Source: an optimization exercise on an open RTL-to-GDS flow (aim: small area, a short achievable clock period and few clock cycles). Production flows keep margins and buffers that such runs may drop.
At most, simulation tests tie the RTL to the original design; equivalence was not proved.
No activity file was given, so power comes from the tool's default toggle rates.

==> inputs of v31 <==
## signed_right_shift_mplier
module signed_right_shift_mplier #(
    parameter N = 32
)(
    input                 clk,
    input                 rst_n,       
    input    [N-1:0]      mcand,
    input    [N-1:0]      mplier,
    output   [2*N-1:0]    product,
    output                done
);
export LEC_CHECK = 0
export CAP_MARGIN = 20
export CORE_MARGIN = 2
export CORE_UTILIZATION = 40
export SETUP_SLACK_MARGIN = 2.5
export SLEW_MARGIN = 20
export SYNTH_HIERARCHICAL = 1
create_clock -name core_clock -period 5.0 [get_ports {clk}]
standard.sh (not shown) runs the stock make flow with config.mk's settings and CLKGATE_MAP_FILE= SYNTH_SCRIPT=/design/flow/synth_recipe.tcl, a recipe that flattens the netlist after the stock synthesis.
==> flow/flow/run.sh <==
#!/bin/bash
# Standard ORFS layout with two cell choices changed: small buffers on the
# ports instead of the delay cells buffer_ports picks by default, and no
# full/half-adder cells (ADDER_MAP_FILE empty), so abc maps the carry-save
# tree to XOR gates.  ORFS logs each tool under orfs/logs; make's own output
# goes to flow_make.log.
set -euo pipefail
export BUFFER_PORTS_ARGS="-buffer_cell sky130_fd_sc_hd__buf_1"
export ADDER_MAP_FILE=
bash standard.sh > flow_make.log 2>&1
==> v2: changes against v31 <==
--- a/flow/design.v
+++ b/flow/design.v
@@ -11,16 +11,19 @@
     reg  [31:0] mc;           
     reg  [31:0] pl;           
     reg  [3:0]  e_one, e_two, e_neg;   
     reg  [32:0] S, C;         
     reg  [7:0]  sl, cl;       
     reg         cin;          
     reg  [31:0] ph;           
+    reg  [3:0]  e_onen, e_twon, e_negn;   
     reg         first;        
+    reg         firstn;       
     reg  [2:0]  cnt;
+    reg         done_r;
     function [11:0] benc(input [8:0] b);
         integer k;
         reg x2, x1, x0;
         begin
             for (k = 0; k < 4; k = k + 1) begin
                 x2 = b[2*k+2]; x1 = b[2*k+1]; x0 = b[2*k];
                 benc[k]     = x1 ^ x0;                               
@@ -29,36 +32,42 @@
             end
         end
     endfunction
     wire [11:0] enc_start = benc({mplier[7:0], 1'b0});
     wire [11:0] enc_next  = benc(pl[15:7]);
     wire [32:0] mx  = {mc[31], mc};
     wire [32:0] mx2 = {mc, 1'b0};
+    wire [3:0]  one_h = ~e_onen, two_h = ~e_twon, neg_h = ~e_negn;
     wire [32:0] pp0, pp1, pp2, pp3;
-    wire [32:0] sel0 = ({33{e_one[0]}} & mx) | ({33{e_two[0]}} & mx2);
-    wire [32:0] sel1 = ({33{e_one[1]}} & mx) | ({33{e_two[1]}} & mx2);
-    wire [32:0] sel2 = ({33{e_one[2]}} & mx) | ({33{e_two[2]}} & mx2);
-    wire [32:0] sel3 = ({33{e_one[3]}} & mx) | ({33{e_two[3]}} & mx2);
-    assign pp0 = (sel0 ^ {33{e_neg[0]}}) ^ {1'b1, 32'b0};
-    assign pp1 = (sel1 ^ {33{e_neg[1]}}) ^ {1'b1, 32'b0};
-    assign pp2 = (sel2 ^ {33{e_neg[2]}}) ^ {1'b1, 32'b0};
-    assign pp3 = (sel3 ^ {33{e_neg[3]}}) ^ {1'b1, 32'b0};
+    wire [32:0] sel0 = {({16{one_h[0]}} & mx[32:17]) | ({16{two_h[0]}} & mx2[32:17]),
+                        ({17{e_one[0]}} & mx[16:0]) | ({17{e_two[0]}} & mx2[16:0])};
+    wire [32:0] sel1 = {({16{one_h[1]}} & mx[32:17]) | ({16{two_h[1]}} & mx2[32:17]),
+                        ({17{e_one[1]}} & mx[16:0]) | ({17{e_two[1]}} & mx2[16:0])};
+    wire [32:0] sel2 = {({16{one_h[2]}} & mx[32:17]) | ({16{two_h[2]}} & mx2[32:17]),
+                        ({17{e_one[2]}} & mx[16:0]) | ({17{e_two[2]}} & mx2[16:0])};
+    wire [32:0] sel3 = {({16{one_h[3]}} & mx[32:17]) | ({16{two_h[3]}} & mx2[32:17]),
+                        ({17{e_one[3]}} & mx[16:0]) | ({17{e_two[3]}} & mx2[16:0])};
+    assign pp0 = (sel0 ^ {{16{neg_h[0]}}, {17{e_neg[0]}}}) ^ {1'b1, 32'b0};
+    assign pp1 = (sel1 ^ {{16{neg_h[1]}}, {17{e_neg[1]}}}) ^ {1'b1, 32'b0};
+    assign pp2 = (sel2 ^ {{16{neg_h[2]}}, {17{e_neg[2]}}}) ^ {1'b1, 32'b0};
+    assign pp3 = (sel3 ^ {{16{neg_h[3]}}, {17{e_neg[3]}}}) ^ {1'b1, 32'b0};
     wire [32:0] negs;
     genvar g;
     generate
         for (g = 0; g < 33; g = g + 1) begin : g_negs
             if (g % 2 == 0 && g < 31) begin : g_e
                 assign negs[g] = pl[g+1];
             end else begin : g_o
                 assign negs[g] = 1'b0;
             end
         end
     endgenerate
-    wire [32:0] hs = first ? negs : S;
-    wire [32:0] hc = first ? {1'b1, 32'b0} : C;
+    wire        first_h = ~firstn;
+    wire [32:0] hs = {first_h ? negs[32:17] : S[32:17], first ? negs[16:0] : S[16:0]};
+    wire [32:0] hc = {first_h ? {1'b1, 15'b0} : C[32:17], first ? 17'b0 : C[16:0]};
     wire hs0_ = hs[4] ^ hc[4];
     wire hc0_ = hs[4] & hc[4];
     wire fs0, fc0;
     csa_fa u_fa0 (.a(hs[5]), .b(hc[5]), .c(pp0[5]), .s(fs0), .co(fc0));
     wire fs1, fc1;
     csa_fa u_fa1 (.a(hs[6]), .b(hc[6]), .c(pp0[6]), .s(fs1), .co(fc1));
     wire hs1_ = pp1[4] ^ pp2[2];
@@ -558,38 +567,47 @@
     assign fsum[35] = pg_p[35] ^ sk_g5_34;
     assign fsum[36] = pg_p[36] ^ sk_g5_35;
     assign fsum[37] = pg_p[37] ^ sk_g5_36;
     assign fsum[38] = pg_p[38] ^ sk_g5_37;
     assign fsum[39] = pg_p[39] ^ sk_g5_38;
     wire cout = sk_g2_7;
     always @(posedge clk) begin
-        first <= ~rst_n;
+        first  <= ~rst_n;
+        firstn <= rst_n;
         if (!rst_n) begin
             mc    <= mcand;
             pl    <= mplier;
             e_one <= enc_start[3:0];
             e_two <= enc_start[7:4];
             e_neg <= enc_start[11:8];
+            e_onen <= ~enc_start[3:0];
+            e_twon <= ~enc_start[7:4];
+            e_negn <= ~enc_start[11:8];
             cnt   <= 3'd0;
+            done_r <= 1'b0;
         end else begin
             pl    <= {fsum[7:0], pl[31:8]};
             e_one <= enc_next[3:0];
             e_two <= enc_next[7:4];
             e_neg <= enc_next[11:8];
+            e_onen <= ~enc_next[3:0];
+            e_twon <= ~enc_next[7:4];
+            e_negn <= ~enc_next[11:8];
             cnt   <= cnt + 3'd1;
+            done_r <= (cnt == 3'd4);
         end
         S   <= cs_s[40:8];
         C   <= cs_c[40:8];
         sl  <= cs_s[7:0];
         cl  <= cs_c[7:0];
         cin <= first ? 1'b0 : cout;
         ph  <= fsum[39:8];
     end
     assign product = {ph, pl};
-    assign done    = (cnt == 3'd5);
+    assign done    = done_r;
 endmodule
 module pfx_black (
     input  gh,
     input  ph,
     input  gl,
     input  pl,
     output g,
@@ -609,10 +627,19 @@
 module csa_fa (
     input  a,
     input  b,
     input  c,
     output s,
     output co
 );
-    assign s  = a ^ b ^ c;
+    wire t;
+    csa_xor u_x (.a(a), .b(b), .y(t));
+    assign s  = t ^ c;
     assign co = (a & b) | (a & c) | (b & c);
 endmodule
+module csa_xor (
+    input  a,
+    input  b,
+    output y
+);
+    assign y = a ^ b;
+endmodule
==> flow/flow/run.sh (replaced) <==
#!/bin/bash
# Standard ORFS layout, but with small buffers on the ports instead of the
# delay cells buffer_ports picks by default.  Each tool's output is logged
# by ORFS under orfs/logs; make's own output goes to flow_make.log.
set -euo pipefail
export BUFFER_PORTS_ARGS="-buffer_cell sky130_fd_sc_hd__buf_1"
bash standard.sh > flow_make.log 2>&1
Settings changed: SETUP_SLACK_MARGIN 2.5 to 2.6.
==> v22: changes against v31 <==
--- a/flow/design.v
+++ b/flow/design.v
@@ -11,15 +11,17 @@
     reg  [31:0] mc;           
     reg  [31:0] pl;           
     reg  [3:0]  e_one, e_two, e_neg;   
     reg  [32:0] S, C;         
     reg  [7:0]  sl, cl;       
     reg         cin;          
     reg  [31:0] ph;           
+    reg  [3:0]  e_onen, e_twon, e_negn;   
     reg         first;        
+    reg         firstn;       
     reg  [2:0]  cnt;
     function [11:0] benc(input [8:0] b);
         integer k;
         reg x2, x1, x0;
         begin
             for (k = 0; k < 4; k = k + 1) begin
                 x2 = b[2*k+2]; x1 = b[2*k+1]; x0 = b[2*k];
@@ -29,36 +31,42 @@
             end
         end
     endfunction
     wire [11:0] enc_start = benc({mplier[7:0], 1'b0});
     wire [11:0] enc_next  = benc(pl[15:7]);
     wire [32:0] mx  = {mc[31], mc};
     wire [32:0] mx2 = {mc, 1'b0};
+    wire [3:0]  one_h = ~e_onen, two_h = ~e_twon, neg_h = ~e_negn;
     wire [32:0] pp0, pp1, pp2, pp3;
-    wire [32:0] sel0 = ({33{e_one[0]}} & mx) | ({33{e_two[0]}} & mx2);
-    wire [32:0] sel1 = ({33{e_one[1]}} & mx) | ({33{e_two[1]}} & mx2);
-    wire [32:0] sel2 = ({33{e_one[2]}} & mx) | ({33{e_two[2]}} & mx2);
-    wire [32:0] sel3 = ({33{e_one[3]}} & mx) | ({33{e_two[3]}} & mx2);
-    assign pp0 = (sel0 ^ {33{e_neg[0]}}) ^ {1'b1, 32'b0};
-    assign pp1 = (sel1 ^ {33{e_neg[1]}}) ^ {1'b1, 32'b0};
-    assign pp2 = (sel2 ^ {33{e_neg[2]}}) ^ {1'b1, 32'b0};
-    assign pp3 = (sel3 ^ {33{e_neg[3]}}) ^ {1'b1, 32'b0};
+    wire [32:0] sel0 = {({16{one_h[0]}} & mx[32:17]) | ({16{two_h[0]}} & mx2[32:17]),
+                        ({17{e_one[0]}} & mx[16:0]) | ({17{e_two[0]}} & mx2[16:0])};
+    wire [32:0] sel1 = {({16{one_h[1]}} & mx[32:17]) | ({16{two_h[1]}} & mx2[32:17]),
+                        ({17{e_one[1]}} & mx[16:0]) | ({17{e_two[1]}} & mx2[16:0])};
+    wire [32:0] sel2 = {({16{one_h[2]}} & mx[32:17]) | ({16{two_h[2]}} & mx2[32:17]),
+                        ({17{e_one[2]}} & mx[16:0]) | ({17{e_two[2]}} & mx2[16:0])};
+    wire [32:0] sel3 = {({16{one_h[3]}} & mx[32:17]) | ({16{two_h[3]}} & mx2[32:17]),
+                        ({17{e_one[3]}} & mx[16:0]) | ({17{e_two[3]}} & mx2[16:0])};
+    assign pp0 = (sel0 ^ {{16{neg_h[0]}}, {17{e_neg[0]}}}) ^ {1'b1, 32'b0};
+    assign pp1 = (sel1 ^ {{16{neg_h[1]}}, {17{e_neg[1]}}}) ^ {1'b1, 32'b0};
+    assign pp2 = (sel2 ^ {{16{neg_h[2]}}, {17{e_neg[2]}}}) ^ {1'b1, 32'b0};
+    assign pp3 = (sel3 ^ {{16{neg_h[3]}}, {17{e_neg[3]}}}) ^ {1'b1, 32'b0};
     wire [32:0] negs;
     genvar g;
     generate
         for (g = 0; g < 33; g = g + 1) begin : g_negs
             if (g % 2 == 0 && g < 31) begin : g_e
                 assign negs[g] = pl[g+1];
             end else begin : g_o
                 assign negs[g] = 1'b0;
             end
         end
     endgenerate
-    wire [32:0] hs = first ? negs : S;
-    wire [32:0] hc = first ? {1'b1, 32'b0} : C;
+    wire        first_h = ~firstn;
+    wire [32:0] hs = {first_h ? negs[32:17] : S[32:17], first ? negs[16:0] : S[16:0]};
+    wire [32:0] hc = {first_h ? {1'b1, 15'b0} : C[32:17], first ? 17'b0 : C[16:0]};
     wire hs0_ = hs[4] ^ hc[4];
     wire hc0_ = hs[4] & hc[4];
     wire fs0, fc0;
     csa_fa u_fa0 (.a(hs[5]), .b(hc[5]), .c(pp0[5]), .s(fs0), .co(fc0));
     wire fs1, fc1;
     csa_fa u_fa1 (.a(hs[6]), .b(hc[6]), .c(pp0[6]), .s(fs1), .co(fc1));
     wire hs1_ = pp1[4] ^ pp2[2];
@@ -558,27 +566,34 @@
     assign fsum[35] = pg_p[35] ^ sk_g5_34;
     assign fsum[36] = pg_p[36] ^ sk_g5_35;
     assign fsum[37] = pg_p[37] ^ sk_g5_36;
     assign fsum[38] = pg_p[38] ^ sk_g5_37;
     assign fsum[39] = pg_p[39] ^ sk_g5_38;
     wire cout = sk_g2_7;
     always @(posedge clk) begin
-        first <= ~rst_n;
+        first  <= ~rst_n;
+        firstn <= rst_n;
         if (!rst_n) begin
             mc    <= mcand;
             pl    <= mplier;
             e_one <= enc_start[3:0];
             e_two <= enc_start[7:4];
             e_neg <= enc_start[11:8];
+            e_onen <= ~enc_start[3:0];
+            e_twon <= ~enc_start[7:4];
+            e_negn <= ~enc_start[11:8];
             cnt   <= 3'd0;
         end else begin
             pl    <= {fsum[7:0], pl[31:8]};
             e_one <= enc_next[3:0];
             e_two <= enc_next[7:4];
             e_neg <= enc_next[11:8];
+            e_onen <= ~enc_next[3:0];
+            e_twon <= ~enc_next[7:4];
+            e_negn <= ~enc_next[11:8];
             cnt   <= cnt + 3'd1;
         end
         S   <= cs_s[40:8];
         C   <= cs_c[40:8];
         sl  <= cs_s[7:0];
         cl  <= cs_c[7:0];
         cin <= first ? 1'b0 : cout;
==> flow/flow/run.sh (replaced) <==
#!/bin/bash
# Standard ORFS layout, but with small buffers on the ports instead of the
# delay cells buffer_ports picks by default.  Each tool's output is logged
# by ORFS under orfs/logs; make's own output goes to flow_make.log.
set -euo pipefail
export BUFFER_PORTS_ARGS="-buffer_cell sky130_fd_sc_hd__buf_1"
bash standard.sh > flow_make.log 2>&1
Settings changed: CTS_BUF_LIST set to sky130_fd_sc_hd__clkbuf_4 sky130_fd_sc_hd__clkbuf_8, SETUP_SLACK_MARGIN 2.5 to 2.3.
==> v18: changes against v31 <==
Settings changed: SETUP_SLACK_MARGIN 2.5 to 3.0.
==> notes <==
v2 ran to the end with no violations. v31 completed without violations. v18 produced a clean layout. v22 completed without violations.
The highest core utilization belongs to v18, the lowest to v22.
Of v18 and v22, v18 has the higher count of clock-buffer cells in the layout (gap 1).
First-iteration DRC count, lowest first: v31, v18, v2, v22.
Worst hold slack: v18 > v31 > v22 > v2.
Of v18 and v22, v22 has the higher sequential cell count (gap 13).
The lowest non-clock buffer count belongs to v22, the highest to v18.
Worst setup slack, highest first: v18, v2, v31, v22.
Between v22 and v2, the lower final cell count is in v22 (gap 16%, measured against v2).
==> figures <==
item	v31	v22	v18	v2
Status	complete, no violations	complete, no violations	complete, no violations	complete, no violations
Arrival @ worst endpoint	2780 ps	2980 ps	2610 ps	1330 ps
Total Routed Length	35280 um	30260 um	41430 um	32950 um
Reported clock group power	1.35 mW	1.12 mW	1.43 mW	1.40 mW
Met1 layer wirelength in the final routing	15860 um	14470 um	18160 um	17040 um
DIE WIDTH	190.7 um	180.9 um	190.7 um	188.5 um
Util after Layout	0.4481	0.4448	0.5522	0.4516
Switching share of power	0.3760	0.4319	0.3655	0.4361
TritonCTS Sinks	186	199	186	200
Clk slew on worst S/H paths	80 ps	120 ps	80 ps	80 ps
R2R Path End	S[17]	S[22]	S[24]	ph[29]
Sink of the worst hold path	cnt[0]	cnt[0]	pl[22]	cnt[0]
Maximum resistive drop on vdd	0.4272 mV	0.2127 mV	0.4775 mV	0.3726 mV
Setup crit end kind	flip-flop	flip-flop	flip-flop	output pin
Pwr per Cell Area	836.2 nW/um2	744.9 nW/um2	792.9 nW/um2	817.0 nW/um2
Pin count of the biggest net entering global routing	48	63	48	65
Area occupied by multi-input gates	9467 um2	7710 um2	10870 um2	8860 um2
Crit path buffers/inverters	1	1	1	2
Testbench counts of v31, summed over its fixed seeds: cycles 48,000.
Testbench counts of v2, summed over its fixed seeds: cycles 48,000.
Testbench counts of v18, summed over its fixed seeds: cycles 48,000.
For v22, only the layout was checked, not whether the RTL still works.

-- afterwards: timing with drivers on the ports --
The results above use ideal ports. As a check the final layouts listed here were re-extracted and re-timed, cells and wires unchanged. Step 1: set_driving_cell puts a clkbuf_16 on clk and a buf_2 on each other input, an assumption about the parent block. Step 2 also shifts input and output timing later by t, the mid clock arrival at the registers, as if the neighbouring blocks saw the same clock. Slacks: no drivers / after step 1 / after step 2; pairs: no drivers / after step 1.
run	t (ns)	setup slack, ns	hold slack, ns	clock arrival spread, ns	worst register clock-pin slew, ns
v31	0.498	2.535 / 2.535 / 2.300	0.458 / 0.458 / 0.458	0.012 / 0.012	0.08 / 0.08
v2	0.493	2.666 / 2.621 / 2.597	0.440 / 0.440 / 0.440	0.013 / 0.013	0.08 / 0.08
v22	0.540	2.396 / 2.372 / 2.396	0.455 / 0.455 / 0.455	0.013 / 0.014	0.12 / 0.12
v18	0.511	2.719 / 2.719 / 2.639	0.498 / 0.498 / 0.498	0.019 / 0.020	0.09 / 0.09
After both steps every run listed still meets setup and hold. The setup slack of v31, which loses most, moves by 0.000 ns with the drivers and by -0.235 ns with both steps.
